Context: an optimization exercise on an open-source flow, tuned for small area. The choices shown serve that exercise and are no tape-out recipe.
Only simulation tests tie the RTL to the original design; equivalence was not proved.
Power and IR drop assume default switching activity.

== the previous run ==
==> flow/design.v <==
module sync_shfifo #(
    parameter FIFO_WIDTH = 32,
    parameter FIFO_ADDR  = 5,
    parameter FIFO_DEPTH = 1 << FIFO_ADDR,
    parameter FIFO_AE_THRESHOLD = 1,
    parameter FIFO_AF_THRESHOLD = FIFO_DEPTH -1)
(
    input                           clk,
    input                           rst_n,
    input                           fifo_wen,
    input      [FIFO_WIDTH-1 :0]    fifo_wdat,
    input                           fifo_ren,
    output     [FIFO_WIDTH-1 :0]    fifo_rdat,
    output                          fifo_empty,
    output                          fifo_full,
    output                          fifo_aempty,
    output                          fifo_afull,
    output     [FIFO_ADDR :0]       fifo_wcnt,
    output reg [FIFO_ADDR :0]       fifo_rcnt,
    output reg                      fifo_wr_full_err,
    output reg                      fifo_rd_empty_err
);
reg  [FIFO_WIDTH-1 :0]   fifo_data[FIFO_DEPTH-1 :0];
wire wr_acc = fifo_wen & ~fifo_full;
wire rd_acc = fifo_ren & ~fifo_empty;
integer i;
always @(posedge clk)
begin
    if (wr_acc) begin
        fifo_data[0] <= fifo_wdat;
        for (i = 1; i < FIFO_DEPTH; i = i + 1)
            fifo_data[i] <= fifo_data[i-1];
    end
end
wire [3:0]              rd_lo;
wire [8:0]              rd_hi;
wire [FIFO_DEPTH-1 :0]  rd_sel;
genvar gk, gb;
generate
    for (gk = 0; gk < 4; gk = gk + 1) begin : g_lo
        assign rd_lo[gk] = fifo_rcnt[1:0] == gk;
    end
    for (gk = 0; gk < 9; gk = gk + 1) begin : g_hi
        assign rd_hi[gk] = fifo_rcnt[FIFO_ADDR:2] == gk;
    end
    for (gk = 0; gk < FIFO_DEPTH; gk = gk + 1) begin : g_dec
        sync_shfifo_and2 u_rd (.a(rd_hi[(gk+1)/4]), .b(rd_lo[(gk+1)%4]), .y(rd_sel[gk]));
    end
endgenerate
generate
    for (gb = 0; gb < FIFO_WIDTH; gb = gb + 1) begin : g_rd
        wire [FIFO_DEPTH-1 :0] col;
        for (gk = 0; gk < FIFO_DEPTH; gk = gk + 1) begin : g_col
            assign col[gk] = fifo_data[gk][gb];
        end
        sync_shfifo_rdbit u_rd (.d(col), .sel(rd_sel), .q(fifo_rdat[gb]));
    end
endgenerate
always @(posedge clk or negedge rst_n)
begin
    if(~rst_n)
        fifo_rcnt <= 'b0;
    else if(wr_acc & ~rd_acc)
        fifo_rcnt <= fifo_rcnt + 'b1;
    else if(rd_acc & ~wr_acc)
        fifo_rcnt <= fifo_rcnt - 'b1;
end
assign fifo_wcnt   = FIFO_DEPTH - fifo_rcnt;
assign fifo_full   = fifo_rcnt[FIFO_ADDR];
assign fifo_empty  = fifo_rcnt == 'b0;
assign fifo_aempty = fifo_rcnt <= FIFO_AE_THRESHOLD;
assign fifo_afull  = fifo_rcnt >= FIFO_AF_THRESHOLD;
always @(posedge clk or negedge rst_n) begin
    if(~rst_n)
        fifo_wr_full_err <= 'b0;
    else if(fifo_full & fifo_wen)
        fifo_wr_full_err <= 'b1;
end
always @(posedge clk or negedge rst_n) begin
    if(~rst_n)
        fifo_rd_empty_err <= 'b0;
    else if(fifo_empty & fifo_ren)
        fifo_rd_empty_err <= 'b1;
end
endmodule
module sync_shfifo_and2 (input a, input b, output y);
assign y = a & b;
endmodule
module sync_shfifo_rdbit (
    input  [31:0] d,
    input  [31:0] sel,
    output        q
);
wire [9:0]  g;
wire [2:0]  h;
genvar i;
generate
    for (i = 0; i < 10; i = i + 1) begin : g_aoi
        sync_shfifo_aoi222 u_aoi (.d(d[3*i+2:3*i]), .s(sel[3*i+2:3*i]), .y(g[i]));
    end
endgenerate
sync_shfifo_nand4  u_nd0 (.a(g[3:0]),  .y(h[0]));
sync_shfifo_nand4  u_nd1 (.a(g[7:4]),  .y(h[1]));
sync_shfifo_aoi22_nand3 u_nd2 (.g(g[9:8]), .d(d[31:30]), .s(sel[31:30]), .y(h[2]));
assign q = |h;
endmodule
module sync_shfifo_aoi222 (input [2:0] d, input [2:0] s, output y);
assign y = ~|(d & s);
endmodule
module sync_shfifo_nand4 (input [3:0] a, output y);
assign y = ~&a;
endmodule
module sync_shfifo_aoi22_nand3 (input [1:0] g, input [1:0] d, input [1:0] s, output y);
assign y = ~(g[0] & g[1] & ~|(d & s));
endmodule
==> flow/config.mk <==
export PLATFORM = sky130hd
export DESIGN_NAME = sync_shfifo
export DESIGN_NICKNAME = sync_shfifo
export VERILOG_FILES = /design/flow/design.v
export SDC_FILE = /design/flow/constraint.sdc
export NUM_CORES = 4
export LEC_CHECK = 0
export CAP_MARGIN = 10
export CORE_MARGIN = 2
export CORE_UTILIZATION = 55
export CTS_BUF_LIST = sky130_fd_sc_hd__clkbuf_8
export CTS_CLUSTER_DIAMETER = 60
export CTS_CLUSTER_SIZE = 16
export SLEW_MARGIN = 10
export SYNTH_HIERARCHICAL = 1
==> flow/constraint.sdc <==
create_clock -name core_clock -period 7.0 [get_ports {clk}]
set_input_delay 1.4000 -clock core_clock [delete_from_list [all_inputs] [get_ports {clk}]]
set_output_delay 1.4000 -clock core_clock [all_outputs]
set_load 0.01 [all_outputs]
standard.sh (not shown) runs the stock make flow with config.mk's settings and CLKGATE_MAP_FILE= SYNTH_SCRIPT=/design/flow/synth_recipe.tcl, a recipe that flattens the netlist after the stock synthesis.
==> flow/flow/run.sh <==
#!/bin/bash
# Standard ORFS layout (the standard.sh, standard synthesis unchanged);
# the only change: port buffers are sky130_fd_sc_hd__buf_1 (repair_design
# then sizes up or buffers the ones with large loads).
set -uo pipefail
export BUFFER_PORTS_ARGS="-buffer_cell sky130_fd_sc_hd__buf_1"
bash standard.sh > standard.log 2>&1
rc=$?
mkdir -p orfs_logs
cp -r orfs/logs/. orfs_logs/ 2>/dev/null || true
exit $rc
Relative to the previous run, the following input files were edited for the current run:
diff --git a/flow/design.v b/flow/design.v
--- a/flow/design.v
+++ b/flow/design.v
@@ -19,45 +19,55 @@
     output reg [FIFO_ADDR :0]       fifo_rcnt,
     output reg                      fifo_wr_full_err,
     output reg                      fifo_rd_empty_err
 );
 reg  [FIFO_WIDTH-1 :0]   fifo_data[FIFO_DEPTH-1 :0];
+reg  [FIFO_ADDR-1 :0]    fifo_rd_ptr;
+wire [FIFO_ADDR-1 :0]    fifo_wr_ptr = fifo_rd_ptr + fifo_rcnt[FIFO_ADDR-1:0];
 wire wr_acc = fifo_wen & ~fifo_full;
 wire rd_acc = fifo_ren & ~fifo_empty;
+wire [3:0]              wr_lo, rd_lo;
+wire [7:0]              wr_hi, rd_hi;
+wire [FIFO_DEPTH-1 :0]  wr_en, rd_sel;
+genvar gk, gb;
+generate
+    for (gk = 0; gk < 4; gk = gk + 1) begin : g_lo
+        assign wr_lo[gk] = wr_acc & (fifo_wr_ptr[1:0] == gk);
+        assign rd_lo[gk] = fifo_rd_ptr[1:0] == gk;
+    end
+    for (gk = 0; gk < 8; gk = gk + 1) begin : g_hi
+        assign wr_hi[gk] = fifo_wr_ptr[4:2] == gk;
+        assign rd_hi[gk] = fifo_rd_ptr[4:2] == gk;
+    end
+    for (gk = 0; gk < FIFO_DEPTH; gk = gk + 1) begin : g_dec
+        sync_shfifo_and2 u_wr (.a(wr_hi[gk/4]), .b(wr_lo[gk%4]), .y(wr_en[gk]));
+        sync_shfifo_and2 u_rd (.a(rd_hi[gk/4]), .b(rd_lo[gk%4]), .y(rd_sel[gk]));
+    end
+endgenerate
 integer i;
 always @(posedge clk)
 begin
-    if (wr_acc) begin
-        fifo_data[0] <= fifo_wdat;
-        for (i = 1; i < FIFO_DEPTH; i = i + 1)
-            fifo_data[i] <= fifo_data[i-1];
-    end
+    for (i = 0; i < FIFO_DEPTH; i = i + 1)
+        if (wr_en[i])
+            fifo_data[i] <= fifo_wdat;
 end
-wire [3:0]              rd_lo;
-wire [8:0]              rd_hi;
-wire [FIFO_DEPTH-1 :0]  rd_sel;
-genvar gk, gb;
-generate
-    for (gk = 0; gk < 4; gk = gk + 1) begin : g_lo
-        assign rd_lo[gk] = fifo_rcnt[1:0] == gk;
-    end
-    for (gk = 0; gk < 9; gk = gk + 1) begin : g_hi
-        assign rd_hi[gk] = fifo_rcnt[FIFO_ADDR:2] == gk;
-    end
-    for (gk = 0; gk < FIFO_DEPTH; gk = gk + 1) begin : g_dec
-        sync_shfifo_and2 u_rd (.a(rd_hi[(gk+1)/4]), .b(rd_lo[(gk+1)%4]), .y(rd_sel[gk]));
-    end
-endgenerate
 generate
     for (gb = 0; gb < FIFO_WIDTH; gb = gb + 1) begin : g_rd
         wire [FIFO_DEPTH-1 :0] col;
         for (gk = 0; gk < FIFO_DEPTH; gk = gk + 1) begin : g_col
             assign col[gk] = fifo_data[gk][gb];
         end
         sync_shfifo_rdbit u_rd (.d(col), .sel(rd_sel), .q(fifo_rdat[gb]));
     end
 endgenerate
+always @(posedge clk or negedge rst_n)
+begin
+    if(~rst_n)
+        fifo_rd_ptr <= 'b0;
+    else if(rd_acc)
+        fifo_rd_ptr <= fifo_rd_ptr + 'b1;
+end
 always @(posedge clk or negedge rst_n)
 begin
     if(~rst_n)
         fifo_rcnt <= 'b0;
     else if(wr_acc & ~rd_acc)
From the previous run to the current run the numbers moved as follows: worst hold slack increased 0.029 ns, setup slack at placement increased 0.24 ns. Of the current run and the previous run, the lower number of standard-cell rows in the floorplan belongs to the previous run. On the current run: layout overhead on the synthesized area is 0.29 points lower than what the previous run gave. Going from the previous run to the current run, clock tree buffer count of the final layout shrank by 1; part of the total power dissipated in combinational logic grew by 8.5 points.

[separate check: timing with driven ports]
No port has a modelled driver above. Below, the same layouts with a new extraction and two added sets of constraints. Step 1: set_driving_cell puts a clkbuf_16 on clk and a buf_2 on each other input, an assumption about the parent block. Step 2 adds t to the input delays and takes it off the output delays; t is the mean of the earliest and latest rising clock arrival at the registers after step 1. Input paths then give back, and output paths get back, about the clock's delay inside the block. a / b / c = ideal ports / drivers / drivers and shift; a / b = the first two.
| run | t (ns) | setup WS [ns] | clock arrival spread, ns | slew at the worst register clock pin (ns) |
|---|---|---|---|---|
| the previous run | 0.748 | 1.547 / 1.486 / 2.234 | 0.032 / 0.033 | 0.11 / 0.11 |
| the current run | 0.738 | 1.770 / 1.710 / 2.448 | 0.038 / 0.038 | 0.10 / 0.10 |
After both steps every run listed still meets setup and hold.
